Source: an optimization exercise on an open RTL-to-GDS flow (aim: small area, a short achievable clock period and few clock cycles per item). Production flows keep margins and buffers that such runs may drop. Function was checked by simulation only, so behaviour that the tests miss may differ from the original. Power figures rest on the tool's default switching activity, not on a simulated workload.

==> flow/design.v <==
module popcount_pipe (
  input  logic         clk_i,
  input  logic [255:0] data_i,
  output logic [8:0]   count_o
);
  logic s0_1;
  logic c0_2;
  logic s0_3;
  logic c0_4;
  logic s0_5;
  logic c0_6;
  logic s0_7;
  logic c0_8;
  logic s0_9;
  logic c0_10;
  logic s0_11;
  logic c0_12;
  logic s0_13;
  logic c0_14;
  logic s0_15;
  logic c0_16;
  logic s0_17;
  logic c0_18;
  logic s0_19;
  logic c0_20;
  logic s0_21;
  logic c0_22;
  logic s0_23;
  logic c0_24;
  logic s0_25;
  logic c0_26;
  logic s0_27;
  logic c0_28;
  logic s0_29;
  logic c0_30;
  logic s0_31;
  logic c0_32;
  logic s0_33;
  logic c0_34;
  logic s0_35;
  logic c0_36;
  logic s0_37;
  logic c0_38;
  logic s0_39;
  logic c0_40;
  logic s0_41;
  logic c0_42;
  logic s0_43;
  logic c0_44;
  logic s0_45;
  logic c0_46;
  logic s0_47;
  logic c0_48;
  logic s0_49;
  logic c0_50;
  logic s0_51;
  logic c0_52;
  logic s0_53;
  logic c0_54;
  logic s0_55;
  logic c0_56;
  logic s0_57;
  logic c0_58;
  logic s0_59;
  logic c0_60;
  logic s0_61;
  logic c0_62;
  logic s0_63;
  logic c0_64;
  logic s0_65;
  logic c0_66;
  logic s0_67;
  logic c0_68;
  logic s0_69;
  logic c0_70;
  logic s0_71;
  logic c0_72;
  logic s0_73;
  logic c0_74;
  logic s0_75;
  logic c0_76;
  logic s0_77;
  logic c0_78;
  logic s0_79;
  logic c0_80;
  logic s0_81;
  logic c0_82;
  logic s0_83;
  logic c0_84;
  logic s0_85;
  logic c0_86;
  logic s0_87;
  logic c0_88;
  logic s0_89;
  logic c0_90;
  logic s0_91;
  logic c0_92;
  logic s0_93;
  logic c0_94;
  logic s0_95;
  logic c0_96;
  logic s0_97;
  logic c0_98;
  logic s0_99;
  logic c0_100;
  logic s0_101;
  logic c0_102;
  logic s0_103;
  logic c0_104;
  logic s0_105;
  logic c0_106;
  logic s0_107;
  logic c0_108;
  logic s0_109;
  logic c0_110;
  logic s0_111;
  logic c0_112;
  logic s0_113;
  logic c0_114;
  logic s0_115;
  logic c0_116;
  logic s0_117;
  logic c0_118;
  logic s0_119;
  logic c0_120;
  logic s0_121;
  logic c0_122;
  logic s0_123;
  logic c0_124;
  logic s0_125;
  logic c0_126;
  logic s0_127;
  logic c0_128;
  logic s0_129;
  logic c0_130;
  logic s0_131;
  logic c0_132;
  logic s0_133;
  logic c0_134;
  logic s0_135;
  logic c0_136;
  logic s0_137;
  logic c0_138;
  logic s0_139;
  logic c0_140;
  logic s0_141;
  logic c0_142;
  logic s0_143;
  logic c0_144;
  logic s0_145;
  logic c0_146;
  logic s0_147;
  logic c0_148;
  logic s0_149;
  logic c0_150;
  logic s0_151;
  logic c0_152;
  logic s0_153;
  logic c0_154;
  logic s0_155;
  logic c0_156;
  logic s0_157;
  logic c0_158;
  logic s0_159;
  logic c0_160;
  logic s0_161;
  logic c0_162;
  logic s0_163;
  logic c0_164;
  logic s0_165;
  logic c0_166;
  logic s0_167;
  logic c0_168;
  logic s0_169;
  logic c0_170;
  logic s0_171;
  logic c0_172;
  logic s0_173;
  logic c0_174;
  logic s0_175;
  logic c0_176;
  logic s0_177;
  logic c0_178;
  logic s0_179;
  logic c0_180;
  logic s0_181;
  logic c0_182;
  logic s0_183;
  logic c0_184;
  logic s0_185;
  logic c0_186;
  logic s0_187;
  logic c0_188;
  logic s0_189;
  logic c0_190;
  logic s0_191;
  logic c0_192;
  logic s0_193;
  logic c0_194;
  logic s0_195;
  logic c0_196;
  logic s0_197;
  logic c0_198;
  logic s0_199;
  logic c0_200;
  logic s0_201;
  logic c0_202;
  logic s0_203;
  logic c0_204;
  logic s0_205;
  logic c0_206;
  logic s0_207;
  logic c0_208;
  logic s0_209;
  logic c0_210;
  logic s0_211;
  logic c0_212;
  logic s0_213;
  logic c0_214;
  logic s0_215;
  logic c0_216;
  logic s0_217;
  logic c0_218;
  logic s0_219;
  logic c0_220;
  logic s0_221;
  logic c0_222;
  logic s0_223;
  logic c0_224;
  logic s0_225;
  logic c0_226;
  logic s0_227;
  logic c0_228;
  logic s0_229;
  logic c0_230;
  logic s0_231;
  logic c0_232;
  logic s0_233;
  logic c0_234;
  logic s0_235;
  logic c0_236;
  logic s0_237;
  logic c0_238;
  logic s0_239;
  logic c0_240;
  logic s0_241;
  logic c0_242;
  logic s0_243;
  logic c0_244;
  logic s0_245;
  logic c0_246;
  logic s0_247;
  logic c0_248;
  logic s0_249;
  logic c0_250;
  logic s0_251;
  logic c0_252;
  logic s0_253;
  logic c0_254;
  logic s0_255;
  logic c0_256;
  logic s0_257;
  logic c0_258;
  logic s0_259;
  logic c0_260;
  logic s0_261;
  logic c0_262;
  logic s0_263;
  logic c0_264;
  logic s0_265;
  logic c0_266;
  logic s0_267;
  logic c0_268;
  logic s0_269;
  logic c0_270;
  logic s0_271;
  logic c0_272;
  logic s0_273;
  logic c0_274;
  logic s0_275;
  logic c0_276;
  logic s0_277;
  logic c0_278;
  logic s0_279;
  logic c0_280;
  logic s0_281;
  logic c0_282;
  logic [114:0] p0_q;
  logic s1_283;
  logic c1_284;
  logic s1_285;
  logic c1_286;
  logic s1_287;
  logic c1_288;
  logic s1_289;
  logic c1_290;
  logic s1_291;
  logic c1_292;
  logic s1_293;
  logic c1_294;
  logic s1_295;
  logic c1_296;
  logic s1_297;
  logic c1_298;
  logic s1_299;
  logic c1_300;
  logic s1_301;
  logic c1_302;
  logic s1_303;
  logic c1_304;
  logic s1_305;
  logic c1_306;
  logic s1_307;
  logic c1_308;
  logic s1_309;
  logic c1_310;
  logic s1_311;
  logic c1_312;
  logic s1_313;
  logic c1_314;
  logic s1_315;
  logic c1_316;
  logic s1_317;
  logic c1_318;
  logic s1_319;
  logic c1_320;
  logic s1_321;
  logic c1_322;
  logic s1_323;
  logic c1_324;
  logic s1_325;
  logic c1_326;
  logic s1_327;
  logic c1_328;
  logic s1_329;
  logic c1_330;
  logic s1_331;
  logic c1_332;
  logic s1_333;
  logic c1_334;
  logic s1_335;
  logic c1_336;
  logic s1_337;
  logic c1_338;
  logic s1_339;
  logic c1_340;
  logic s1_341;
  logic c1_342;
  logic s1_343;
  logic c1_344;
  logic s1_345;
  logic c1_346;
  logic s1_347;
  logic c1_348;
  logic s1_349;
  logic c1_350;
  logic s1_351;
  logic c1_352;
  logic s1_353;
  logic c1_354;
  logic s1_355;
  logic c1_356;
  logic s1_357;
  logic c1_358;
  logic s1_359;
  logic c1_360;
  logic s1_361;
  logic c1_362;
  logic s1_363;
  logic c1_364;
  logic s1_365;
  logic c1_366;
  logic s1_367;
  logic c1_368;
  logic s1_369;
  logic c1_370;
  logic s1_371;
  logic c1_372;
  logic s1_373;
  logic c1_374;
  logic s1_375;
  logic c1_376;
  logic s1_377;
  logic c1_378;
  logic s1_379;
  logic c1_380;
  logic s1_381;
  logic c1_382;
  logic s1_383;
  logic c1_384;
  logic s1_385;
  logic c1_386;
  logic s1_387;
  logic c1_388;
  logic s1_389;
  logic c1_390;
  logic s1_391;
  logic c1_392;
  logic s1_393;
  logic c1_394;
  logic s1_395;
  logic c1_396;
  logic s1_397;
  logic c1_398;
  logic s1_399;
  logic c1_400;
  logic s1_401;
  logic c1_402;
  logic s1_403;
  logic c1_404;
  logic s1_405;
  logic c1_406;
  logic s1_407;
  logic c1_408;
  logic s1_409;
  logic c1_410;
  logic s1_411;
  logic c1_412;
  logic s1_413;
  logic c1_414;
  logic s1_415;
  logic c1_416;
  logic s1_417;
  logic c1_418;
  logic s1_419;
  logic c1_420;
  logic s1_421;
  logic c1_422;
  logic s1_423;
  logic c1_424;
  logic s1_425;
  logic c1_426;
  logic s1_427;
  logic c1_428;
  logic s1_429;
  logic c1_430;
  logic s1_431;
  logic c1_432;
  logic s1_433;
  logic c1_434;
  logic s1_435;
  logic c1_436;
  logic s1_437;
  logic c1_438;
  logic s1_439;
  logic c1_440;
  logic s1_441;
  logic c1_442;
  logic s1_443;
  logic c1_444;
  logic s1_445;
  logic c1_446;
  logic s1_447;
  logic c1_448;
  logic s1_449;
  logic c1_450;
  logic s1_451;
  logic c1_452;
  logic s1_453;
  logic c1_454;
  logic s1_455;
  logic c1_456;
  logic s1_457;
  logic c1_458;
  logic s1_459;
  logic c1_460;
  logic [25:0] p1_q;
  logic s2_461;
  logic c2_462;
  logic s2_463;
  logic c2_464;
  logic s2_465;
  logic c2_466;
  logic s2_467;
  logic c2_468;
  logic s2_469;
  logic c2_470;
  logic s2_471;
  logic c2_472;
  logic s2_473;
  logic c2_474;
  logic s2_475;
  logic c2_476;
  logic s2_477;
  logic c2_478;
  logic s2_479;
  logic c2_480;
  logic s2_481;
  logic c2_482;
  logic s2_483;
  logic c2_484;
  logic s2_485;
  logic c2_486;
  logic s2_487;
  logic c2_488;
  logic s2_489;
  logic c2_490;
  logic [10:0] p2_q;
  logic s3_491;
  logic c3_492;
  logic s3_493;
  logic c3_494;
  logic [8:0] row_a, row_b;
  fa u_fa2 (.a(data_i[0]), .b(data_i[1]), .c(data_i[2]), .s(s0_1), .co(c0_2));
  fa u_fa4 (.a(data_i[3]), .b(data_i[4]), .c(data_i[5]), .s(s0_3), .co(c0_4));
  fa u_fa6 (.a(data_i[6]), .b(data_i[7]), .c(data_i[8]), .s(s0_5), .co(c0_6));
  fa u_fa8 (.a(data_i[9]), .b(data_i[10]), .c(data_i[11]), .s(s0_7), .co(c0_8));
  fa u_fa10 (.a(data_i[12]), .b(data_i[13]), .c(data_i[14]), .s(s0_9), .co(c0_10));
  fa u_fa12 (.a(data_i[15]), .b(data_i[16]), .c(data_i[17]), .s(s0_11), .co(c0_12));
  fa u_fa14 (.a(data_i[18]), .b(data_i[19]), .c(data_i[20]), .s(s0_13), .co(c0_14));
  fa u_fa16 (.a(data_i[21]), .b(data_i[22]), .c(data_i[23]), .s(s0_15), .co(c0_16));
  fa u_fa18 (.a(data_i[24]), .b(data_i[25]), .c(data_i[26]), .s(s0_17), .co(c0_18));
  fa u_fa20 (.a(data_i[27]), .b(data_i[28]), .c(data_i[29]), .s(s0_19), .co(c0_20));
  fa u_fa22 (.a(data_i[30]), .b(data_i[31]), .c(data_i[32]), .s(s0_21), .co(c0_22));
  fa u_fa24 (.a(data_i[33]), .b(data_i[34]), .c(data_i[35]), .s(s0_23), .co(c0_24));
  fa u_fa26 (.a(data_i[36]), .b(data_i[37]), .c(data_i[38]), .s(s0_25), .co(c0_26));
  fa u_fa28 (.a(data_i[39]), .b(data_i[40]), .c(data_i[41]), .s(s0_27), .co(c0_28));
  fa u_fa30 (.a(data_i[42]), .b(data_i[43]), .c(data_i[44]), .s(s0_29), .co(c0_30));
  fa u_fa32 (.a(data_i[45]), .b(data_i[46]), .c(data_i[47]), .s(s0_31), .co(c0_32));
  fa u_fa34 (.a(data_i[48]), .b(data_i[49]), .c(data_i[50]), .s(s0_33), .co(c0_34));
  fa u_fa36 (.a(data_i[51]), .b(data_i[52]), .c(data_i[53]), .s(s0_35), .co(c0_36));
  fa u_fa38 (.a(data_i[54]), .b(data_i[55]), .c(data_i[56]), .s(s0_37), .co(c0_38));
  fa u_fa40 (.a(data_i[57]), .b(data_i[58]), .c(data_i[59]), .s(s0_39), .co(c0_40));
  fa u_fa42 (.a(data_i[60]), .b(data_i[61]), .c(data_i[62]), .s(s0_41), .co(c0_42));
  fa u_fa44 (.a(data_i[63]), .b(data_i[64]), .c(data_i[65]), .s(s0_43), .co(c0_44));
  fa u_fa46 (.a(data_i[66]), .b(data_i[67]), .c(data_i[68]), .s(s0_45), .co(c0_46));
  fa u_fa48 (.a(data_i[69]), .b(data_i[70]), .c(data_i[71]), .s(s0_47), .co(c0_48));
  fa u_fa50 (.a(data_i[72]), .b(data_i[73]), .c(data_i[74]), .s(s0_49), .co(c0_50));
  fa u_fa52 (.a(data_i[75]), .b(data_i[76]), .c(data_i[77]), .s(s0_51), .co(c0_52));
  fa u_fa54 (.a(data_i[78]), .b(data_i[79]), .c(data_i[80]), .s(s0_53), .co(c0_54));
  fa u_fa56 (.a(data_i[81]), .b(data_i[82]), .c(data_i[83]), .s(s0_55), .co(c0_56));
  fa u_fa58 (.a(data_i[84]), .b(data_i[85]), .c(data_i[86]), .s(s0_57), .co(c0_58));
  fa u_fa60 (.a(data_i[87]), .b(data_i[88]), .c(data_i[89]), .s(s0_59), .co(c0_60));
  fa u_fa62 (.a(data_i[90]), .b(data_i[91]), .c(data_i[92]), .s(s0_61), .co(c0_62));
  fa u_fa64 (.a(data_i[93]), .b(data_i[94]), .c(data_i[95]), .s(s0_63), .co(c0_64));
  fa u_fa66 (.a(data_i[96]), .b(data_i[97]), .c(data_i[98]), .s(s0_65), .co(c0_66));
  fa u_fa68 (.a(data_i[99]), .b(data_i[100]), .c(data_i[101]), .s(s0_67), .co(c0_68));
  fa u_fa70 (.a(data_i[102]), .b(data_i[103]), .c(data_i[104]), .s(s0_69), .co(c0_70));
  fa u_fa72 (.a(data_i[105]), .b(data_i[106]), .c(data_i[107]), .s(s0_71), .co(c0_72));
  fa u_fa74 (.a(data_i[108]), .b(data_i[109]), .c(data_i[110]), .s(s0_73), .co(c0_74));
  fa u_fa76 (.a(data_i[111]), .b(data_i[112]), .c(data_i[113]), .s(s0_75), .co(c0_76));
  fa u_fa78 (.a(data_i[114]), .b(data_i[115]), .c(data_i[116]), .s(s0_77), .co(c0_78));
  fa u_fa80 (.a(data_i[117]), .b(data_i[118]), .c(data_i[119]), .s(s0_79), .co(c0_80));
  fa u_fa82 (.a(data_i[120]), .b(data_i[121]), .c(data_i[122]), .s(s0_81), .co(c0_82));
  fa u_fa84 (.a(data_i[123]), .b(data_i[124]), .c(data_i[125]), .s(s0_83), .co(c0_84));
  fa u_fa86 (.a(data_i[126]), .b(data_i[127]), .c(data_i[128]), .s(s0_85), .co(c0_86));
  fa u_fa88 (.a(data_i[129]), .b(data_i[130]), .c(data_i[131]), .s(s0_87), .co(c0_88));
  fa u_fa90 (.a(data_i[132]), .b(data_i[133]), .c(data_i[134]), .s(s0_89), .co(c0_90));
  fa u_fa92 (.a(data_i[135]), .b(data_i[136]), .c(data_i[137]), .s(s0_91), .co(c0_92));
  fa u_fa94 (.a(data_i[138]), .b(data_i[139]), .c(data_i[140]), .s(s0_93), .co(c0_94));
  fa u_fa96 (.a(data_i[141]), .b(data_i[142]), .c(data_i[143]), .s(s0_95), .co(c0_96));
  fa u_fa98 (.a(data_i[144]), .b(data_i[145]), .c(data_i[146]), .s(s0_97), .co(c0_98));
  fa u_fa100 (.a(data_i[147]), .b(data_i[148]), .c(data_i[149]), .s(s0_99), .co(c0_100));
  fa u_fa102 (.a(data_i[150]), .b(data_i[151]), .c(data_i[152]), .s(s0_101), .co(c0_102));
  fa u_fa104 (.a(data_i[153]), .b(data_i[154]), .c(data_i[155]), .s(s0_103), .co(c0_104));
  fa u_fa106 (.a(data_i[156]), .b(data_i[157]), .c(data_i[158]), .s(s0_105), .co(c0_106));
  fa u_fa108 (.a(data_i[159]), .b(data_i[160]), .c(data_i[161]), .s(s0_107), .co(c0_108));
  fa u_fa110 (.a(data_i[162]), .b(data_i[163]), .c(data_i[164]), .s(s0_109), .co(c0_110));
  fa u_fa112 (.a(data_i[165]), .b(data_i[166]), .c(data_i[167]), .s(s0_111), .co(c0_112));
  fa u_fa114 (.a(data_i[168]), .b(data_i[169]), .c(data_i[170]), .s(s0_113), .co(c0_114));
  fa u_fa116 (.a(data_i[171]), .b(data_i[172]), .c(data_i[173]), .s(s0_115), .co(c0_116));
  fa u_fa118 (.a(data_i[174]), .b(data_i[175]), .c(data_i[176]), .s(s0_117), .co(c0_118));
  fa u_fa120 (.a(data_i[177]), .b(data_i[178]), .c(data_i[179]), .s(s0_119), .co(c0_120));
  fa u_fa122 (.a(data_i[180]), .b(data_i[181]), .c(data_i[182]), .s(s0_121), .co(c0_122));
  fa u_fa124 (.a(data_i[183]), .b(data_i[184]), .c(data_i[185]), .s(s0_123), .co(c0_124));
  fa u_fa126 (.a(data_i[186]), .b(data_i[187]), .c(data_i[188]), .s(s0_125), .co(c0_126));
  fa u_fa128 (.a(data_i[189]), .b(data_i[190]), .c(data_i[191]), .s(s0_127), .co(c0_128));
  fa u_fa130 (.a(data_i[192]), .b(data_i[193]), .c(data_i[194]), .s(s0_129), .co(c0_130));
  fa u_fa132 (.a(data_i[195]), .b(data_i[196]), .c(data_i[197]), .s(s0_131), .co(c0_132));
  fa u_fa134 (.a(data_i[198]), .b(data_i[199]), .c(data_i[200]), .s(s0_133), .co(c0_134));
  fa u_fa136 (.a(data_i[201]), .b(data_i[202]), .c(data_i[203]), .s(s0_135), .co(c0_136));
  fa u_fa138 (.a(data_i[204]), .b(data_i[205]), .c(data_i[206]), .s(s0_137), .co(c0_138));
  fa u_fa140 (.a(data_i[207]), .b(data_i[208]), .c(data_i[209]), .s(s0_139), .co(c0_140));
  fa u_fa142 (.a(data_i[210]), .b(data_i[211]), .c(data_i[212]), .s(s0_141), .co(c0_142));
  fa u_fa144 (.a(data_i[213]), .b(data_i[214]), .c(data_i[215]), .s(s0_143), .co(c0_144));
  fa u_fa146 (.a(data_i[216]), .b(data_i[217]), .c(data_i[218]), .s(s0_145), .co(c0_146));
  fa u_fa148 (.a(data_i[219]), .b(data_i[220]), .c(data_i[221]), .s(s0_147), .co(c0_148));
  fa u_fa150 (.a(data_i[222]), .b(data_i[223]), .c(data_i[224]), .s(s0_149), .co(c0_150));
  fa u_fa152 (.a(data_i[225]), .b(data_i[226]), .c(data_i[227]), .s(s0_151), .co(c0_152));
  fa u_fa154 (.a(data_i[228]), .b(data_i[229]), .c(data_i[230]), .s(s0_153), .co(c0_154));
  fa u_fa156 (.a(data_i[231]), .b(data_i[232]), .c(data_i[233]), .s(s0_155), .co(c0_156));
  fa u_fa158 (.a(data_i[234]), .b(data_i[235]), .c(data_i[236]), .s(s0_157), .co(c0_158));
  fa u_fa160 (.a(data_i[237]), .b(data_i[238]), .c(data_i[239]), .s(s0_159), .co(c0_160));
  fa u_fa162 (.a(data_i[240]), .b(data_i[241]), .c(data_i[242]), .s(s0_161), .co(c0_162));
  fa u_fa164 (.a(data_i[243]), .b(data_i[244]), .c(data_i[245]), .s(s0_163), .co(c0_164));
  fa u_fa166 (.a(data_i[246]), .b(data_i[247]), .c(data_i[248]), .s(s0_165), .co(c0_166));
  fa u_fa168 (.a(data_i[249]), .b(data_i[250]), .c(data_i[251]), .s(s0_167), .co(c0_168));
  fa u_fa170 (.a(data_i[252]), .b(data_i[253]), .c(data_i[254]), .s(s0_169), .co(c0_170));
  fa u_fa172 (.a(data_i[255]), .b(s0_1), .c(s0_3), .s(s0_171), .co(c0_172));
  fa u_fa174 (.a(s0_5), .b(s0_7), .c(s0_9), .s(s0_173), .co(c0_174));
  fa u_fa176 (.a(s0_11), .b(s0_13), .c(s0_15), .s(s0_175), .co(c0_176));
  fa u_fa178 (.a(s0_17), .b(s0_19), .c(s0_21), .s(s0_177), .co(c0_178));
  fa u_fa180 (.a(s0_23), .b(s0_25), .c(s0_27), .s(s0_179), .co(c0_180));
  fa u_fa182 (.a(s0_29), .b(s0_31), .c(s0_33), .s(s0_181), .co(c0_182));
  fa u_fa184 (.a(s0_35), .b(s0_37), .c(s0_39), .s(s0_183), .co(c0_184));
  fa u_fa186 (.a(s0_41), .b(s0_43), .c(s0_45), .s(s0_185), .co(c0_186));
  fa u_fa188 (.a(s0_47), .b(s0_49), .c(s0_51), .s(s0_187), .co(c0_188));
  fa u_fa190 (.a(s0_53), .b(s0_55), .c(s0_57), .s(s0_189), .co(c0_190));
  fa u_fa192 (.a(s0_59), .b(s0_61), .c(s0_63), .s(s0_191), .co(c0_192));
  fa u_fa194 (.a(s0_65), .b(s0_67), .c(s0_69), .s(s0_193), .co(c0_194));
  fa u_fa196 (.a(s0_71), .b(s0_73), .c(s0_75), .s(s0_195), .co(c0_196));
  fa u_fa198 (.a(s0_77), .b(s0_79), .c(s0_81), .s(s0_197), .co(c0_198));
  fa u_fa200 (.a(s0_83), .b(s0_85), .c(s0_87), .s(s0_199), .co(c0_200));
  fa u_fa202 (.a(s0_89), .b(s0_91), .c(s0_93), .s(s0_201), .co(c0_202));
  fa u_fa204 (.a(s0_95), .b(s0_97), .c(s0_99), .s(s0_203), .co(c0_204));
  fa u_fa206 (.a(s0_101), .b(s0_103), .c(s0_105), .s(s0_205), .co(c0_206));
  fa u_fa208 (.a(s0_107), .b(s0_109), .c(s0_111), .s(s0_207), .co(c0_208));
  fa u_fa210 (.a(s0_113), .b(s0_115), .c(s0_117), .s(s0_209), .co(c0_210));
  fa u_fa212 (.a(s0_119), .b(s0_121), .c(s0_123), .s(s0_211), .co(c0_212));
  fa u_fa214 (.a(s0_125), .b(s0_127), .c(s0_129), .s(s0_213), .co(c0_214));
  fa u_fa216 (.a(s0_131), .b(s0_133), .c(s0_135), .s(s0_215), .co(c0_216));
  fa u_fa218 (.a(s0_137), .b(s0_139), .c(s0_141), .s(s0_217), .co(c0_218));
  fa u_fa220 (.a(s0_143), .b(s0_145), .c(s0_147), .s(s0_219), .co(c0_220));
  fa u_fa222 (.a(s0_149), .b(s0_151), .c(s0_153), .s(s0_221), .co(c0_222));
  fa u_fa224 (.a(s0_155), .b(s0_157), .c(s0_159), .s(s0_223), .co(c0_224));
  fa u_fa226 (.a(s0_161), .b(s0_163), .c(s0_165), .s(s0_225), .co(c0_226));
  fa u_fa228 (.a(c0_2), .b(c0_4), .c(c0_6), .s(s0_227), .co(c0_228));
  fa u_fa230 (.a(c0_8), .b(c0_10), .c(c0_12), .s(s0_229), .co(c0_230));
  fa u_fa232 (.a(c0_14), .b(c0_16), .c(c0_18), .s(s0_231), .co(c0_232));
  fa u_fa234 (.a(c0_20), .b(c0_22), .c(c0_24), .s(s0_233), .co(c0_234));
  fa u_fa236 (.a(c0_26), .b(c0_28), .c(c0_30), .s(s0_235), .co(c0_236));
  fa u_fa238 (.a(c0_32), .b(c0_34), .c(c0_36), .s(s0_237), .co(c0_238));
  fa u_fa240 (.a(c0_38), .b(c0_40), .c(c0_42), .s(s0_239), .co(c0_240));
  fa u_fa242 (.a(c0_44), .b(c0_46), .c(c0_48), .s(s0_241), .co(c0_242));
  fa u_fa244 (.a(c0_50), .b(c0_52), .c(c0_54), .s(s0_243), .co(c0_244));
  fa u_fa246 (.a(c0_56), .b(c0_58), .c(c0_60), .s(s0_245), .co(c0_246));
  fa u_fa248 (.a(c0_62), .b(c0_64), .c(c0_66), .s(s0_247), .co(c0_248));
  fa u_fa250 (.a(c0_68), .b(c0_70), .c(c0_72), .s(s0_249), .co(c0_250));
  fa u_fa252 (.a(c0_74), .b(c0_76), .c(c0_78), .s(s0_251), .co(c0_252));
  fa u_fa254 (.a(c0_80), .b(c0_82), .c(c0_84), .s(s0_253), .co(c0_254));
  fa u_fa256 (.a(c0_86), .b(c0_88), .c(c0_90), .s(s0_255), .co(c0_256));
  fa u_fa258 (.a(c0_92), .b(c0_94), .c(c0_96), .s(s0_257), .co(c0_258));
  fa u_fa260 (.a(c0_98), .b(c0_100), .c(c0_102), .s(s0_259), .co(c0_260));
  fa u_fa262 (.a(c0_104), .b(c0_106), .c(c0_108), .s(s0_261), .co(c0_262));
  fa u_fa264 (.a(c0_110), .b(c0_112), .c(c0_114), .s(s0_263), .co(c0_264));
  fa u_fa266 (.a(c0_116), .b(c0_118), .c(c0_120), .s(s0_265), .co(c0_266));
  fa u_fa268 (.a(c0_122), .b(c0_124), .c(c0_126), .s(s0_267), .co(c0_268));
  fa u_fa270 (.a(c0_128), .b(c0_130), .c(c0_132), .s(s0_269), .co(c0_270));
  fa u_fa272 (.a(c0_134), .b(c0_136), .c(c0_138), .s(s0_271), .co(c0_272));
  fa u_fa274 (.a(c0_140), .b(c0_142), .c(c0_144), .s(s0_273), .co(c0_274));
  fa u_fa276 (.a(c0_146), .b(c0_148), .c(c0_150), .s(s0_275), .co(c0_276));
  fa u_fa278 (.a(c0_152), .b(c0_154), .c(c0_156), .s(s0_277), .co(c0_278));
  fa u_fa280 (.a(c0_158), .b(c0_160), .c(c0_162), .s(s0_279), .co(c0_280));
  fa u_fa282 (.a(c0_164), .b(c0_166), .c(c0_168), .s(s0_281), .co(c0_282));
  fa u_fa284 (.a(p0_q[0]), .b(p0_q[1]), .c(p0_q[2]), .s(s1_283), .co(c1_284));
  fa u_fa286 (.a(p0_q[3]), .b(p0_q[4]), .c(p0_q[5]), .s(s1_285), .co(c1_286));
  fa u_fa288 (.a(p0_q[6]), .b(p0_q[7]), .c(p0_q[8]), .s(s1_287), .co(c1_288));
  fa u_fa290 (.a(p0_q[9]), .b(p0_q[10]), .c(p0_q[11]), .s(s1_289), .co(c1_290));
  fa u_fa292 (.a(p0_q[12]), .b(p0_q[13]), .c(p0_q[14]), .s(s1_291), .co(c1_292));
  fa u_fa294 (.a(p0_q[15]), .b(p0_q[16]), .c(p0_q[17]), .s(s1_293), .co(c1_294));
  fa u_fa296 (.a(p0_q[18]), .b(p0_q[19]), .c(p0_q[20]), .s(s1_295), .co(c1_296));
  fa u_fa298 (.a(p0_q[21]), .b(p0_q[22]), .c(p0_q[23]), .s(s1_297), .co(c1_298));
  fa u_fa300 (.a(p0_q[24]), .b(p0_q[25]), .c(p0_q[26]), .s(s1_299), .co(c1_300));
  fa u_fa302 (.a(p0_q[27]), .b(p0_q[28]), .c(p0_q[29]), .s(s1_301), .co(c1_302));
  fa u_fa304 (.a(s1_283), .b(s1_285), .c(s1_287), .s(s1_303), .co(c1_304));
  fa u_fa306 (.a(s1_289), .b(s1_291), .c(s1_293), .s(s1_305), .co(c1_306));
  fa u_fa308 (.a(s1_295), .b(s1_297), .c(s1_299), .s(s1_307), .co(c1_308));
  fa u_fa310 (.a(s1_301), .b(s1_303), .c(s1_305), .s(s1_309), .co(c1_310));
  fa u_fa312 (.a(p0_q[30]), .b(p0_q[31]), .c(p0_q[32]), .s(s1_311), .co(c1_312));
  fa u_fa314 (.a(p0_q[33]), .b(p0_q[34]), .c(p0_q[35]), .s(s1_313), .co(c1_314));
  fa u_fa316 (.a(p0_q[36]), .b(p0_q[37]), .c(p0_q[38]), .s(s1_315), .co(c1_316));
  fa u_fa318 (.a(p0_q[39]), .b(p0_q[40]), .c(p0_q[41]), .s(s1_317), .co(c1_318));
  fa u_fa320 (.a(p0_q[42]), .b(p0_q[43]), .c(p0_q[44]), .s(s1_319), .co(c1_320));
  fa u_fa322 (.a(p0_q[45]), .b(p0_q[46]), .c(p0_q[47]), .s(s1_321), .co(c1_322));
  fa u_fa324 (.a(p0_q[48]), .b(p0_q[49]), .c(p0_q[50]), .s(s1_323), .co(c1_324));
  fa u_fa326 (.a(p0_q[51]), .b(p0_q[52]), .c(p0_q[53]), .s(s1_325), .co(c1_326));
  fa u_fa328 (.a(p0_q[54]), .b(p0_q[55]), .c(p0_q[56]), .s(s1_327), .co(c1_328));
  fa u_fa330 (.a(p0_q[57]), .b(p0_q[58]), .c(p0_q[59]), .s(s1_329), .co(c1_330));
  fa u_fa332 (.a(p0_q[60]), .b(p0_q[61]), .c(p0_q[62]), .s(s1_331), .co(c1_332));
  fa u_fa334 (.a(p0_q[63]), .b(p0_q[64]), .c(p0_q[65]), .s(s1_333), .co(c1_334));
  fa u_fa336 (.a(p0_q[66]), .b(p0_q[67]), .c(p0_q[68]), .s(s1_335), .co(c1_336));
  fa u_fa338 (.a(p0_q[69]), .b(p0_q[70]), .c(p0_q[71]), .s(s1_337), .co(c1_338));
  fa u_fa340 (.a(p0_q[72]), .b(p0_q[73]), .c(p0_q[74]), .s(s1_339), .co(c1_340));
  fa u_fa342 (.a(p0_q[75]), .b(p0_q[76]), .c(p0_q[77]), .s(s1_341), .co(c1_342));
  fa u_fa344 (.a(p0_q[78]), .b(p0_q[79]), .c(p0_q[80]), .s(s1_343), .co(c1_344));
  fa u_fa346 (.a(p0_q[81]), .b(p0_q[82]), .c(p0_q[83]), .s(s1_345), .co(c1_346));
  fa u_fa348 (.a(p0_q[84]), .b(p0_q[85]), .c(p0_q[86]), .s(s1_347), .co(c1_348));
  fa u_fa350 (.a(c1_284), .b(c1_286), .c(c1_288), .s(s1_349), .co(c1_350));
  fa u_fa352 (.a(c1_290), .b(c1_292), .c(c1_294), .s(s1_351), .co(c1_352));
  fa u_fa354 (.a(c1_296), .b(c1_298), .c(c1_300), .s(s1_353), .co(c1_354));
  fa u_fa356 (.a(c1_302), .b(s1_311), .c(s1_313), .s(s1_355), .co(c1_356));
  fa u_fa358 (.a(s1_315), .b(s1_317), .c(s1_319), .s(s1_357), .co(c1_358));
  fa u_fa360 (.a(s1_321), .b(s1_323), .c(s1_325), .s(s1_359), .co(c1_360));
  fa u_fa362 (.a(s1_327), .b(s1_329), .c(s1_331), .s(s1_361), .co(c1_362));
  fa u_fa364 (.a(s1_333), .b(s1_335), .c(s1_337), .s(s1_363), .co(c1_364));
  fa u_fa366 (.a(s1_339), .b(s1_341), .c(s1_343), .s(s1_365), .co(c1_366));
  fa u_fa368 (.a(s1_345), .b(s1_347), .c(c1_304), .s(s1_367), .co(c1_368));
  fa u_fa370 (.a(s1_349), .b(c1_306), .c(s1_351), .s(s1_369), .co(c1_370));
  fa u_fa372 (.a(c1_308), .b(s1_353), .c(s1_355), .s(s1_371), .co(c1_372));
  fa u_fa374 (.a(s1_357), .b(s1_359), .c(s1_361), .s(s1_373), .co(c1_374));
  fa u_fa376 (.a(s1_363), .b(s1_365), .c(s1_367), .s(s1_375), .co(c1_376));
  fa u_fa378 (.a(c1_310), .b(s1_369), .c(s1_371), .s(s1_377), .co(c1_378));
  fa u_fa380 (.a(p0_q[87]), .b(p0_q[88]), .c(p0_q[89]), .s(s1_379), .co(c1_380));
  fa u_fa382 (.a(p0_q[90]), .b(p0_q[91]), .c(p0_q[92]), .s(s1_381), .co(c1_382));
  fa u_fa384 (.a(p0_q[93]), .b(p0_q[94]), .c(p0_q[95]), .s(s1_383), .co(c1_384));
  fa u_fa386 (.a(p0_q[96]), .b(p0_q[97]), .c(p0_q[98]), .s(s1_385), .co(c1_386));
  fa u_fa388 (.a(p0_q[99]), .b(p0_q[100]), .c(p0_q[101]), .s(s1_387), .co(c1_388));
  fa u_fa390 (.a(p0_q[102]), .b(p0_q[103]), .c(p0_q[104]), .s(s1_389), .co(c1_390));
  fa u_fa392 (.a(p0_q[105]), .b(p0_q[106]), .c(p0_q[107]), .s(s1_391), .co(c1_392));
  fa u_fa394 (.a(p0_q[108]), .b(p0_q[109]), .c(p0_q[110]), .s(s1_393), .co(c1_394));
  fa u_fa396 (.a(p0_q[111]), .b(p0_q[112]), .c(p0_q[113]), .s(s1_395), .co(c1_396));
  fa u_fa398 (.a(p0_q[114]), .b(c1_312), .c(c1_314), .s(s1_397), .co(c1_398));
  fa u_fa400 (.a(c1_316), .b(c1_318), .c(c1_320), .s(s1_399), .co(c1_400));
  fa u_fa402 (.a(c1_322), .b(c1_324), .c(c1_326), .s(s1_401), .co(c1_402));
  fa u_fa404 (.a(c1_328), .b(c1_330), .c(c1_332), .s(s1_403), .co(c1_404));
  fa u_fa406 (.a(c1_334), .b(c1_336), .c(c1_338), .s(s1_405), .co(c1_406));
  fa u_fa408 (.a(c1_340), .b(c1_342), .c(c1_344), .s(s1_407), .co(c1_408));
  fa u_fa410 (.a(c1_346), .b(c1_348), .c(s1_379), .s(s1_409), .co(c1_410));
  fa u_fa412 (.a(s1_381), .b(s1_383), .c(s1_385), .s(s1_411), .co(c1_412));
  fa u_fa414 (.a(s1_387), .b(s1_389), .c(s1_391), .s(s1_413), .co(c1_414));
  fa u_fa416 (.a(s1_393), .b(s1_395), .c(c1_350), .s(s1_415), .co(c1_416));
  fa u_fa418 (.a(c1_352), .b(c1_354), .c(s1_397), .s(s1_417), .co(c1_418));
  fa u_fa420 (.a(c1_356), .b(c1_358), .c(s1_399), .s(s1_419), .co(c1_420));
  fa u_fa422 (.a(c1_360), .b(s1_401), .c(c1_362), .s(s1_421), .co(c1_422));
  fa u_fa424 (.a(s1_403), .b(c1_364), .c(s1_405), .s(s1_423), .co(c1_424));
  fa u_fa426 (.a(c1_366), .b(s1_407), .c(s1_409), .s(s1_425), .co(c1_426));
  fa u_fa428 (.a(s1_411), .b(s1_413), .c(c1_368), .s(s1_427), .co(c1_428));
  fa u_fa430 (.a(s1_415), .b(c1_370), .c(s1_417), .s(s1_429), .co(c1_430));
  fa u_fa432 (.a(c1_372), .b(s1_419), .c(c1_374), .s(s1_431), .co(c1_432));
  fa u_fa434 (.a(s1_421), .b(s1_423), .c(s1_425), .s(s1_433), .co(c1_434));
  fa u_fa436 (.a(c1_380), .b(c1_382), .c(c1_384), .s(s1_435), .co(c1_436));
  fa u_fa438 (.a(c1_386), .b(c1_388), .c(c1_390), .s(s1_437), .co(c1_438));
  fa u_fa440 (.a(c1_392), .b(c1_394), .c(c1_396), .s(s1_439), .co(c1_440));
  fa u_fa442 (.a(c1_398), .b(c1_400), .c(c1_402), .s(s1_441), .co(c1_442));
  fa u_fa444 (.a(c1_404), .b(c1_410), .c(c1_406), .s(s1_443), .co(c1_444));
  fa u_fa446 (.a(c1_408), .b(s1_435), .c(c1_412), .s(s1_445), .co(c1_446));
  fa u_fa448 (.a(s1_437), .b(c1_414), .c(s1_439), .s(s1_447), .co(c1_448));
  fa u_fa450 (.a(c1_416), .b(c1_418), .c(c1_420), .s(s1_449), .co(c1_450));
  fa u_fa452 (.a(s1_441), .b(c1_422), .c(s1_443), .s(s1_451), .co(c1_452));
  fa u_fa454 (.a(c1_424), .b(c1_426), .c(s1_445), .s(s1_453), .co(c1_454));
  fa u_fa456 (.a(c1_436), .b(c1_438), .c(c1_440), .s(s1_455), .co(c1_456));
  fa u_fa458 (.a(c1_442), .b(c1_444), .c(c1_446), .s(s1_457), .co(c1_458));
  fa u_fa460 (.a(s1_455), .b(c1_448), .c(c1_450), .s(s1_459), .co(c1_460));
  fa u_fa462 (.a(p1_q[2]), .b(p1_q[3]), .c(p1_q[4]), .s(s2_461), .co(c2_462));
  fa u_fa464 (.a(p1_q[5]), .b(p1_q[6]), .c(p1_q[7]), .s(s2_463), .co(c2_464));
  fa u_fa466 (.a(p1_q[8]), .b(p1_q[9]), .c(p1_q[10]), .s(s2_465), .co(c2_466));
  fa u_fa468 (.a(c2_462), .b(s2_463), .c(s2_465), .s(s2_467), .co(c2_468));
  fa u_fa470 (.a(p1_q[11]), .b(p1_q[12]), .c(p1_q[13]), .s(s2_469), .co(c2_470));
  fa u_fa472 (.a(p1_q[14]), .b(p1_q[15]), .c(p1_q[16]), .s(s2_471), .co(c2_472));
  fa u_fa474 (.a(p1_q[17]), .b(p1_q[18]), .c(c2_464), .s(s2_473), .co(c2_474));
  fa u_fa476 (.a(c2_466), .b(s2_469), .c(s2_471), .s(s2_475), .co(c2_476));
  fa u_fa478 (.a(s2_473), .b(c2_468), .c(s2_475), .s(s2_477), .co(c2_478));
  fa u_fa480 (.a(p1_q[19]), .b(p1_q[20]), .c(p1_q[21]), .s(s2_479), .co(c2_480));
  fa u_fa482 (.a(p1_q[22]), .b(c2_470), .c(c2_472), .s(s2_481), .co(c2_482));
  fa u_fa484 (.a(s2_479), .b(c2_474), .c(s2_481), .s(s2_483), .co(c2_484));
  fa u_fa486 (.a(c2_476), .b(c2_478), .c(s2_483), .s(s2_485), .co(c2_486));
  fa u_fa488 (.a(p1_q[23]), .b(p1_q[24]), .c(p1_q[25]), .s(s2_487), .co(c2_488));
  fa u_fa490 (.a(c2_480), .b(s2_487), .c(c2_482), .s(s2_489), .co(c2_490));
  fa u_fa492 (.a(p2_q[6]), .b(p2_q[7]), .c(p2_q[8]), .s(s3_491), .co(c3_492));
  fa u_fa494 (.a(p2_q[9]), .b(p2_q[10]), .c(c3_492), .s(s3_493), .co(c3_494));
  assign row_a = {1'b0, c3_494, s3_493, s3_491, p2_q[5], p2_q[4], p2_q[3], p2_q[2], p2_q[0]};
  assign row_b = {1'b0, 1'b0, 1'b0, 1'b0, 1'b0, 1'b0, 1'b0, 1'b0, p2_q[1]};
  assign count_o = row_a + row_b;
  always_ff @(posedge clk_i) begin
    p0_q[0] <= s0_173;
    p0_q[1] <= s0_175;
    p0_q[2] <= s0_177;
    p0_q[3] <= s0_179;
    p0_q[4] <= s0_181;
    p0_q[5] <= s0_183;
    p0_q[6] <= s0_185;
    p0_q[7] <= s0_187;
    p0_q[8] <= s0_189;
    p0_q[9] <= s0_171;
    p0_q[10] <= s0_191;
    p0_q[11] <= s0_193;
    p0_q[12] <= s0_195;
    p0_q[13] <= s0_197;
    p0_q[14] <= s0_199;
    p0_q[15] <= s0_201;
    p0_q[16] <= s0_203;
    p0_q[17] <= s0_205;
    p0_q[18] <= s0_207;
    p0_q[19] <= s0_209;
    p0_q[20] <= s0_211;
    p0_q[21] <= s0_213;
    p0_q[22] <= s0_215;
    p0_q[23] <= s0_217;
    p0_q[24] <= s0_219;
    p0_q[25] <= s0_221;
    p0_q[26] <= s0_223;
    p0_q[27] <= s0_225;
    p0_q[28] <= s0_167;
    p0_q[29] <= s0_169;
    p0_q[30] <= s0_227;
    p0_q[31] <= c0_174;
    p0_q[32] <= s0_229;
    p0_q[33] <= c0_176;
    p0_q[34] <= s0_231;
    p0_q[35] <= c0_178;
    p0_q[36] <= s0_233;
    p0_q[37] <= c0_180;
    p0_q[38] <= s0_235;
    p0_q[39] <= c0_182;
    p0_q[40] <= s0_237;
    p0_q[41] <= c0_184;
    p0_q[42] <= s0_239;
    p0_q[43] <= c0_186;
    p0_q[44] <= s0_241;
    p0_q[45] <= c0_188;
    p0_q[46] <= s0_243;
    p0_q[47] <= c0_190;
    p0_q[48] <= s0_245;
    p0_q[49] <= c0_172;
    p0_q[50] <= c0_192;
    p0_q[51] <= s0_247;
    p0_q[52] <= c0_194;
    p0_q[53] <= s0_249;
    p0_q[54] <= c0_196;
    p0_q[55] <= s0_251;
    p0_q[56] <= c0_198;
    p0_q[57] <= s0_253;
    p0_q[58] <= c0_200;
    p0_q[59] <= s0_255;
    p0_q[60] <= c0_202;
    p0_q[61] <= s0_257;
    p0_q[62] <= c0_204;
    p0_q[63] <= s0_259;
    p0_q[64] <= c0_206;
    p0_q[65] <= s0_261;
    p0_q[66] <= c0_208;
    p0_q[67] <= s0_263;
    p0_q[68] <= c0_210;
    p0_q[69] <= s0_265;
    p0_q[70] <= c0_212;
    p0_q[71] <= s0_267;
    p0_q[72] <= c0_214;
    p0_q[73] <= s0_269;
    p0_q[74] <= c0_216;
    p0_q[75] <= s0_271;
    p0_q[76] <= c0_218;
    p0_q[77] <= s0_273;
    p0_q[78] <= c0_220;
    p0_q[79] <= s0_275;
    p0_q[80] <= c0_222;
    p0_q[81] <= s0_277;
    p0_q[82] <= c0_224;
    p0_q[83] <= s0_279;
    p0_q[84] <= c0_226;
    p0_q[85] <= s0_281;
    p0_q[86] <= c0_170;
    p0_q[87] <= c0_228;
    p0_q[88] <= c0_230;
    p0_q[89] <= c0_232;
    p0_q[90] <= c0_234;
    p0_q[91] <= c0_236;
    p0_q[92] <= c0_238;
    p0_q[93] <= c0_240;
    p0_q[94] <= c0_242;
    p0_q[95] <= c0_244;
    p0_q[96] <= c0_246;
    p0_q[97] <= c0_248;
    p0_q[98] <= c0_250;
    p0_q[99] <= c0_252;
    p0_q[100] <= c0_254;
    p0_q[101] <= c0_256;
    p0_q[102] <= c0_258;
    p0_q[103] <= c0_260;
    p0_q[104] <= c0_262;
    p0_q[105] <= c0_264;
    p0_q[106] <= c0_266;
    p0_q[107] <= c0_268;
    p0_q[108] <= c0_270;
    p0_q[109] <= c0_272;
    p0_q[110] <= c0_274;
    p0_q[111] <= c0_276;
    p0_q[112] <= c0_278;
    p0_q[113] <= c0_280;
    p0_q[114] <= c0_282;
  end
  always_ff @(posedge clk_i) begin
    p1_q[0] <= s1_309;
    p1_q[1] <= s1_307;
    p1_q[2] <= s1_373;
    p1_q[3] <= s1_377;
    p1_q[4] <= s1_375;
    p1_q[5] <= s1_431;
    p1_q[6] <= s1_429;
    p1_q[7] <= s1_427;
    p1_q[8] <= c1_378;
    p1_q[9] <= s1_433;
    p1_q[10] <= c1_376;
    p1_q[11] <= c1_432;
    p1_q[12] <= s1_451;
    p1_q[13] <= s1_449;
    p1_q[14] <= c1_430;
    p1_q[15] <= c1_428;
    p1_q[16] <= c1_434;
    p1_q[17] <= s1_453;
    p1_q[18] <= s1_447;
    p1_q[19] <= c1_452;
    p1_q[20] <= s1_457;
    p1_q[21] <= s1_459;
    p1_q[22] <= c1_454;
    p1_q[23] <= c1_458;
    p1_q[24] <= c1_456;
    p1_q[25] <= c1_460;
  end
  always_ff @(posedge clk_i) begin
    p2_q[0] <= p1_q[0];
    p2_q[1] <= p1_q[1];
    p2_q[2] <= s2_461;
    p2_q[3] <= s2_467;
    p2_q[4] <= s2_477;
    p2_q[5] <= s2_485;
    p2_q[6] <= s2_489;
    p2_q[7] <= c2_484;
    p2_q[8] <= c2_486;
    p2_q[9] <= c2_488;
    p2_q[10] <= c2_490;
  end
endmodule
module fa (
  input  logic a, b, c,
  output logic s, co
);
  assign s  = a ^ b ^ c;
  assign co = (a & b) | (c & (a ^ b));
endmodule
module popcount256 (
  input  logic         clk_i,
  input  logic         rst_ni,
  input  logic         valid_i,
  input  logic [255:0] data_i,
  output logic         valid_o,
  output logic [8:0]   popcount_o
);
  localparam integer Latency = 4;
  logic [8:0] count;
  popcount_pipe u_popcount (
    .clk_i  (clk_i),
    .data_i (data_i),
    .count_o(count)
  );
  logic [Latency-1:0] valid_q;
  always_ff @(posedge clk_i or negedge rst_ni) begin
    if (!rst_ni) begin
      valid_q <= '0;
    end else begin
      valid_q <= {valid_q[Latency-2:0], valid_i};
    end
  end
  assign valid_o = valid_q[Latency-1];
  always_ff @(posedge clk_i) begin
    popcount_o <= count;
  end
endmodule
==> flow/flow/run.sh <==
#!/bin/bash
# Own layout flow: the standard ORFS flow (standard.sh, standard synthesis
# unchanged), with sky130 buf_1 cells as the input port buffers, buf_2 as the
# output port buffers (flow/pre_global_place.tcl), and a clock tree
# built without dummy balancing loads. Each tool's output is in the ORFS logs
# (orfs/logs/...); make's own output goes to standard.log.
set -euo pipefail
cat >> config.mk <<EOF2
export BUFFER_PORTS_ARGS = -inputs -buffer_cell sky130_fd_sc_hd__buf_1
export PRE_GLOBAL_PLACE_TCL = $PWD/flow/pre_global_place.tcl
export CTS_ARGS = -sink_clustering_enable -repair_clock_nets -dont_use_dummy_load -buf_list sky130_fd_sc_hd__clkbuf_8
EOF2
bash standard.sh finish > standard.log 2>&1
==> flow/flow/pre_global_place.tcl <==
# Buffer the output ports with buf_2 (the inputs get buf_1 from the
# flow's own buffer_ports call right after this hook).
buffer_ports -outputs -buffer_cell sky130_fd_sc_hd__buf_4
==> flow/standard.sh <==
#!/bin/bash
# synth_recipe.tcl (not shown) runs the flow's synth.tcl, then flattens the netlist and writes it again
# the make line also repeats each setting of config.mk as NAME=value (left out here)
make -C /OpenROAD-flow-scripts/flow DESIGN_CONFIG=/design/flow/config.mk WORK_HOME=/design/flow/orfs CLKGATE_MAP_FILE= SYNTH_SCRIPT=/design/flow/synth_recipe.tcl "${@:-finish}"
==> flow/config.mk <==
export PLATFORM = sky130hd
export DESIGN_NAME = popcount256
export DESIGN_NICKNAME = popcount256
export VERILOG_FILES = /design/flow/design.v
export SDC_FILE = /design/flow/constraint.sdc
export NUM_CORES = 4
export LEC_CHECK = 0
export CAP_MARGIN = 20
export CORE_MARGIN = 2
export CORE_UTILIZATION = 55
export SLEW_MARGIN = 20
export SYNTH_HIERARCHICAL = 1
export BUFFER_PORTS_ARGS = -inputs -buffer_cell sky130_fd_sc_hd__buf_1
export PRE_GLOBAL_PLACE_TCL = /design/flow/flow/pre_global_place.tcl
export CTS_ARGS = -sink_clustering_enable -repair_clock_nets -dont_use_dummy_load -buf_list sky130_fd_sc_hd__clkbuf_8
==> flow/constraint.sdc <==
create_clock -name core_clock -period 9.5 [get_ports {clk_i}]
set_input_delay 1.9000 -clock core_clock [delete_from_list [all_inputs] [get_ports {clk_i}]]
set_output_delay 1.9000 -clock core_clock [all_outputs]
set_load 0.01 [all_outputs]
==> out/qor_table.md, run 1 <==
| Item | Reported |
| --- | --- |
| Run status | no timing/DRC/antenna violations |
| Via count of the first global-routing pass | 5144 |
| Syn_nets | 937 |
| Overall die height | 127.5 microns |
| Clock root buffer | sky130_fd_sc_hd__clkbuf_8 |
| Minimum clock period | 2790 ps |
| GRT Overall Usage | 19.95% |
| Highest-count cells in the layout ignoring fill and taps | sky130_fd_sc_hd__buf_1, sky130_fd_sc_hd__fa_1, sky130_fd_sc_hd__dfxtp_1 |
| Number of top-level design ports | 269 |
| Drt wl/cell | 15.51 microns |
| Clock transition at path regs | 80 ps |
| Count of unresolved DRC violations after routing | 0 |
| Ranking of synthesized cells by area | sky130_fd_sc_hd__fa_1, sky130_fd_sc_hd__dfxtp_1, sky130_fd_sc_hd__dfrtp_1 |
| Net count of the finished layout | 1214 |
| Maximum ir drop on the vdd rail | 0.1834 mV |
| Pin slew with the least headroom to its limit | 206.0 ps |
| Largest fanout on the critical path | 1 |
| Fraction of synthesized cell area taken by the top area cell type | 58.91% |
| N_diodes | 0 |
| Critical path type | reg2reg |
| Maximum clock skew at final layout | 19.31 ps |
| Max_slew headroom | 86.26% |
| Arrival time reported for the critical path endpoint | 3090 ps |
| Endpoint class of the critical path | flop |
| Remaining antenna violation count | 0 |
| Final number of max-transition violations | 0 |
| Die Footprint | 16260 sq um |
| Accumulated negative setup slack | 0 ps |
| Area growth syn-to-layout | 17.13% |
| Buffers inserted during post-CTS setup optimization | 0 |
| Yosys reg bits | 165 |
| Reg2reg setup slack | 6710 ps |
| Synthesized area divided by synthesized cell count | 19.56 sq um |
| Cell taking the most area after synthesis | sky130_fd_sc_hd__fa_1 |
| Largest net degree at the start of global routing | 17 |
| Clock tree from TritonCTS | yes |
| Global-route wire length before repair | 23700 microns |
| Global placement routability congestion | 0.7710 |
| Number of antenna violations at the first check in global routing | 0 |
| Share of post-route cells with drive strength above 1 | 2.415% |
| RSZ-0062 raised after global routing | false |
| Number of warnings reported in the yosys synthesis log | 8 |
| Number of buffers created by CTS | 17 |
| Routed wire length | 13840 microns |
| FP Rows | 45 |
| Congestion Overflow GR | 0 |
| Number of port buffers | 268 |
| Detailed-route vias per instance | 4.646 |
| CTS hold repair buffers | 0 |
| Final Cycle Share | 29.37% |
| Hold Vio Cnt, Final | 0 |
| Clock latency on the worst-skew pair | 440 ps |
| Startpoint class of the critical path | flop |
| Netlist cell types | 12 |
| Number of H-tree levels | 4 |
| Share of synthesized area occupied by flip-flops and latches | 39.59% |
| Detailed-route via count | 4144 |
| Commonest non-fill, non-tap cell in the layout | sky130_fd_sc_hd__buf_1 |
| Final setup violation count | 0 |
| HPWL after DPL | 12760 microns |
| Post-synthesis cell area | 8393 sq um |
| Post-cts gate resize count | 0 |
| Pre-Repair DR Iteration Count | 4 |
| Die boundary width | 127.5 microns |
| Clock sink count | 165 |
| Leakage dissipation | 0.003684 uW |
| Effective utilization at floorplan | 55.83% |
| Worst Path Required | 9800 ps |
| Cells after Synth | 429 |
| Max-cap violation count | 0 |
| Detailed Route Iter0 Violations | 97 |
| Buffer levels on the longest clock path | 2 |
| Area of the placeable core | 15030 sq um |
| PwrDens | 327.9 nW/um^2 |
| Fmax achieved | 358.4 MHz |
| Total power of the final layout | 3223 uW |
| Worst min path class | reg2reg |
## where the power goes
group	switching (uW)	leakage [uW]	internal (uW)	total, uW
clock network	207	0.000122	158	365
logic	887	0.00216	836	1720
registers	135	0.00140	1000	1140
total	1230	0.00368	1990	3220
## through the flow
step	util [%]	cells	hold slack, ps	setup slack (ps)	instance area, sq um
after global routing	65.39	892	338.7	6628	9831
after CTS	65.39	892	333.2	6686	9831
after detailed placement	63.84	875	313.6	6338	9597
after floorplan	-	429	309.6	6515	8393
final	65.39	892	332.1	6710	9831
after global placement	63.84	875	315.3	6308	9597
## cell type report
class | count | area (sq um)
clock buffer | 17 | 234.0
sequential | 165 | 3323
timing repair buffer | 258 | 968.4
fill | 1140 | 5202
tap | 188 | 235.2
multi-input combinational | 264 | 5070
## path summary, 6_finish.rpt
check | from | depth (start not counted) | endpoint
hold / removal | u_popcount.p1_q[1] | 0 | u_popcount.p2_q[1]
min in group asynchronous | rst_ni | 1 | valid_q[3]
setup reg to reg | u_popcount.p0_q[9] | 5 | u_popcount.p1_q[21]
setup / recovery | u_popcount.p0_q[9] | 5 | u_popcount.p1_q[21]
max in group asynchronous | rst_ni | 1 | valid_q[0]
hold reg to reg | u_popcount.p1_q[1] | 0 | u_popcount.p2_q[1]
## modules after synthesis (local to each module, per instance)
| module | cells | flip-flops and latches | area (sq um) |
|---|---|---|---|
| popcount_pipe | 169 | 152 | 3168 |
| fa | 1 | 0 | 20.02 |
| popcount256 | 13 | 13 | 280.3 |
## Yosys cell counts
library cell,n
sky130_fd_sc_hd__and3_1,1
sky130_fd_sc_hd__and4_1,1
sky130_fd_sc_hd__dfrtp_1,4
sky130_fd_sc_hd__dfxtp_1,161
sky130_fd_sc_hd__fa_1,247
sky130_fd_sc_hd__ha_1,2
sky130_fd_sc_hd__nand2_1,2
sky130_fd_sc_hd__nand3_1,3
sky130_fd_sc_hd__nand4_1,1
sky130_fd_sc_hd__nor2_1,1
sky130_fd_sc_hd__xnor2_1,5
sky130_fd_sc_hd__xor2_1,1
## flip-flops by register name (all words and copies together) (netlist names)
signal           flops
popcount_o           9
u_popcount.p0_q    115
u_popcount.p1_q     26
u_popcount.p2_q     11
valid_q              4
## metal layers
metal  global-route usage [%]  up-vias  share of wire [%]
met5                        0        -                  0
met4                    6.852        0                1.6
met3                    4.481       18                5.0
met2                    33.72      143                 52
met1                    25.94     2136                 41
li1                         -     1847                  -
## critical path: stages, from the launching register on
cell and delay, ps:
sky130_fd_sc_hd__dfxtp_1 330, sky130_fd_sc_hd__fa_1 470, sky130_fd_sc_hd__fa_1 510, sky130_fd_sc_hd__fa_1 460, sky130_fd_sc_hd__fa_1 430, sky130_fd_sc_hd__fa_1 450
## cells by family (layout without fill, tap and decap cells)
kind of cell             Yosys count  count (layout)  synth area share (%)
XOR/XNOR                           6               6                0.6261
flip-flops                       165             165                 39.59
AND/OR/NAND/NOR                    9               9                0.5665
buffers and inverters              0             275                     0
adder cells (fa/ha/maj)          249             249                 59.21
Testbench counts, summed over its fixed seeds: cycles 16,024, items 16,000.
==> run 2, diff against run 1 <==
==> flow/flow/pre_global_place.tcl (replaced) <==
# Buffer the output ports with buf_2 (the inputs get buf_1 from the
# flow's own buffer_ports call right after this hook).
buffer_ports -outputs -buffer_cell sky130_fd_sc_hd__buf_2
==> out/qor_table.md, run 2 <==
| Item | Reported | Delta |
| --- | --- | --- |
| Clock sink count | 165 | unchanged |
| Area after detailed placement | 9597 sq um | unchanged |
| Final Cycle Share | 29.37% | unchanged |
| Placed cell count | 875 | unchanged |
| Top Family by Delay on Critical Path | adder cells | unchanged |
| Worst Path Required | 9800 ps | about the same |
| Reg2reg setup slack | 6710 ps | about the same |
| Share of synthesized area occupied by flip-flops and latches | 39.59% | unchanged |
| Number of port buffers | 268 | unchanged |
| Pre-Repair DR Iteration Count | 4 | unchanged |
| Number of buffers created by CTS | 17 | unchanged |
| Global placement routability congestion | 0.7710 | unchanged |
| Worst Hold Depth | 0 | unchanged |
| Clock root buffer | sky130_fd_sc_hd__clkbuf_8 | unchanged |
| Commonest non-fill, non-tap cell in the layout | sky130_fd_sc_hd__buf_1 | unchanged |
| Drt wl/cell | 15.51 microns | unchanged |
| Final Non-Filler Cells | 892 | unchanged |
| Maximum clock skew at final layout | 19.31 ps | unchanged |
| Highest-count cells in the layout ignoring fill and taps | sky130_fd_sc_hd__buf_1, sky130_fd_sc_hd__fa_1, sky130_fd_sc_hd__dfxtp_1 | unchanged |
| Synthesized area divided by synthesized cell count | 19.56 sq um | unchanged |
| Minimum clock period | 2790 ps | unchanged |
| Worst min path class | reg2reg | unchanged |
| Cell-by-cell listing of the critical path | fa_1 > fa_1 > fa_1 > fa_1 > fa_1 | unchanged |
| Routed wire length | 13840 microns | unchanged |
| Die boundary width | 127.5 microns | unchanged |
| Startpoint of the most critical hold path | u_popcount.p1_q[1] | unchanged |
| Max_slew headroom | 86.26% | unchanged |
| Final Worst Setup Slack | 6710 ps | unchanged |
| Most common cell type on the critical path | sky130_fd_sc_hd__fa_1 | unchanged |
| Die Footprint | 16260 sq um | unchanged |
| Post-synth ARST share | 2.424% | unchanged |
| Cell taking the most area after synthesis | sky130_fd_sc_hd__fa_1 | unchanged |
| Number of top-level design ports | 269 | unchanged |
| Post-cts gate resize count | 0 | unchanged |
| Post-Place Setup Slack | 6338 ps | unchanged |
| Leakage dissipation | 0.003684 uW | unchanged |
| Fraction of synthesized cell area taken by the top area cell type | 58.91% | unchanged |
| Endpoint class of the critical path | flop | unchanged |
| Run status | no timing/DRC/antenna violations | unchanged |
| Pin slew with the least headroom to its limit | 206.0 ps | unchanged |
| Largest registers | u_popcount.p0_q (115), u_popcount.p1_q (26), u_popcount.p2_q (11) | unchanged |
| Largest fanout on the critical path | 1 | unchanged |
| Number of buffers and inverters on the critical path | 0 | unchanged |
| Remaining antenna violation count | 0 | unchanged |
| Clock tree from TritonCTS | yes | unchanged |
| Number of warnings reported in the yosys synthesis log | 8 | unchanged |
| Count of unresolved DRC violations after routing | 0 | unchanged |
| Fmax achieved | 358.4 MHz | unchanged |
| Area of all placed cells without fillers | 9831 sq um | unchanged |
| Net count of the finished layout | 1214 | unchanged |
| Core occupancy in the finished layout | 65.39% | unchanged |
| Hold Path End | u_popcount.p2_q[1] | unchanged |
| Startpoint class of the critical path | flop | unchanged |
| Netlist cell types | 12 | unchanged |
| Buffers inserted during post-CTS setup optimization | 0 | unchanged |
| Via count of the first global-routing pass | 5144 | unchanged |
| Yosys reg bits | 165 | unchanged |
| Area of the placeable core | 15030 sq um | unchanged |
| Final number of max-transition violations | 0 | unchanged |
| Fill count | 1140 | unchanged |
| Hold Vio Cnt, Final | 0 | unchanged |
| PwrDens | 327.9 nW/um^2 | unchanged |
| RSZ-0062 raised after global routing | false | unchanged |
| Detailed-route via count | 4144 | unchanged |
| Number of antenna violations at the first check in global routing | 0 | unchanged |
| Post-synthesis cell area | 8393 sq um | unchanged |
| Clock latency on the worst-skew pair | 440 ps | about the same |
| Start of the worst register-to-register path | u_popcount.p0_q[9] | unchanged |
| Final setup violation count | 0 | unchanged |
| Cells after Synth | 429 | unchanged |
| Area growth syn-to-layout | 17.13% | unchanged |
| N_diodes | 0 | unchanged |
| Global-route wire length before repair | 23700 microns | unchanged |
| Buffer levels on the longest clock path | 2 | unchanged |
| Number of flops mapped to enable cells by yosys | 0 | unchanged |
| Number of H-tree levels | 4 | unchanged |
| Max FFs per register | 115 | unchanged |
| Clock transition at path regs | 80 ps | about the same |
| Effective utilization at floorplan | 55.83% | unchanged |
| Worst reg2reg endpoint | u_popcount.p1_q[21] | unchanged |
| Largest register by flop count | u_popcount.p0_q | unchanged |
| Standard cell with the maximum stage delay on the critical path | sky130_fd_sc_hd__fa_1 | unchanged |
| Largest stage delay on the critical path | 510 ps | about the same |
| Overall die height | 127.5 microns | unchanged |
| Ranking of synthesized cells by area | sky130_fd_sc_hd__fa_1, sky130_fd_sc_hd__dfxtp_1, sky130_fd_sc_hd__dfrtp_1 | unchanged |
| Arrival time reported for the critical path endpoint | 3090 ps | about the same |
| HPWL after DPL | 12760 microns | unchanged |
| Detailed-route vias per instance | 4.646 | unchanged |
| Share of post-route cells with drive strength above 1 | 2.415% | unchanged |
| Commonest cells post-synth | sky130_fd_sc_hd__fa_1, sky130_fd_sc_hd__dfxtp_1, sky130_fd_sc_hd__xnor2_1 | unchanged |
| Detailed Route Iter0 Violations | 97 | unchanged |
| Congestion Overflow GR | 0 | unchanged |
| CTS hold repair buffers | 0 | unchanged |
| Accumulated negative setup slack | 0 ps | unchanged |
| Largest net degree at the start of global routing | 17 | unchanged |
| Register-to-Register Path Depth | 5 | unchanged |
| FP Rows | 45 | unchanged |
| Critical path type | reg2reg | unchanged |
| GRT Overall Usage | 19.95% | unchanged |
| Max-cap violation count | 0 | unchanged |
| Most common cell in the synthesized netlist | sky130_fd_sc_hd__fa_1 | unchanged |
| Most common flop cell mapped by yosys | sky130_fd_sc_hd__dfxtp_1 | unchanged |
| Maximum ir drop on the vdd rail | 0.1834 mV | unchanged |
| Syn_nets | 937 | unchanged |
==> run 2: cell counts after synthesis <==
Identical to the previous run, type by type.
==> run 2: cell type report <==
| type | count | area (sq um) | area share, % |
|---|---|---|---|
| multi-input cells | 264 | 5070 | 51.57 |
| flip-flops and latches | 165 | 3323 | 33.80 |
| repair buffers | 258 | 968.4 | 9.851 |
| well taps | 188 | 235.2 | 2.393 |
| clock buffers | 17 | 234.0 | 2.380 |
==> run 2: how the worst max path moves through the flow <==
| stage | to | slack [ps] | from | cells after the start |
|---|---|---|---|---|
| 3_5_place_dp | u_popcount.p0_q[9] | 6340 | data_i[0] | 3 |
| 6_report | u_popcount.p1_q[21] | 6710 | u_popcount.p0_q[9] | 5 |
| 5_1_grt | u_popcount.p1_q[21] | 6630 | u_popcount.p0_q[9] | 5 |
| 2_1_floorplan | u_popcount.p0_q[0] | 6510 | data_i[6] | 2 |
| 3_3_place_gp | u_popcount.p0_q[9] | 6310 | data_i[0] | 3 |
| 4_1_cts | u_popcount.p1_q[21] | 6690 | u_popcount.p0_q[9] | 5 |
==> run 2: report_power, final <==
group / switching (uW) / internal [uW]
Sequential: 135 / 1000
Clock: 207 / 158
Combinational: 887 / 836
==> run 2: logic make-up (layout without fill, tap and decap cells) <==
group / count (synthesis) / in the layout / synth area share, %
adders and majority gates: 249 / 249 / 59.21
xor gates and xnor gates: 6 / 6 / 0.6261
and+or+nand+nor: 9 / 9 / 0.5665
buffers and inverters: 0 / 275 / 0
DFF: 165 / 165 / 39.59
==> run 2: worst register-to-register path: cells and delay by family (launching register included) <==
family / cells / cell delay (ps)
flip-flops: 1 / 330
adder cells (fa/ha/maj): 5 / 2320
==> run 2: per-layer routing <==
layer	up-vias	wire [microns]	track usage, %
met2	143	7213	33.72
met5	-	0	0
li1	1847	-	-
met1	2136	5700	25.94
met3	18	696	4.481
met4	0	224	6.852
==> run 2: per-module statistics from Yosys (local to each module, per instance) <==
module | copies in the design | cells inside | cell area, sq um | flops+latches
popcount256 | 1 | 13 | 280.3 | 13
fa | 247 | 1 | 20.02 | 0
popcount_pipe | 1 | 169 | 3168 | 152
==> run 2: per-stage QoR <==
step	total power, uW	hold slack [ps]
3_3_place_gp	2883	315.3
6_report	3223	332.1
3_5_place_dp	2953	313.6
5_1_grt	3654	338.7
2_1_floorplan	2304	309.6
4_1_cts	3325	333.2

==> re-timing with driven ports <==
How much do the figures lean on ideal ports? The routed layouts below were timed once more, with nothing changed but the port constraints.
Step 1, drivers: a clkbuf_16 drives clk_i and a buf_2 each remaining input, both assumed.
Step 2 also shifts input and output timing later by t, the mid clock arrival at the registers, as if the neighbouring blocks saw the same clock.
Three values: no drivers, after step 1, after step 2; two values: the first two.
run | t, ns | setup slack, ns | worst slew at a driven data input, ns
run 1 | 0.471 | 6.710 / 6.710 / 6.334 | 0.04
run 2 | 0.471 | 6.710 / 6.710 / 6.334 | 0.04
After both steps setup and hold are still met in every run listed.
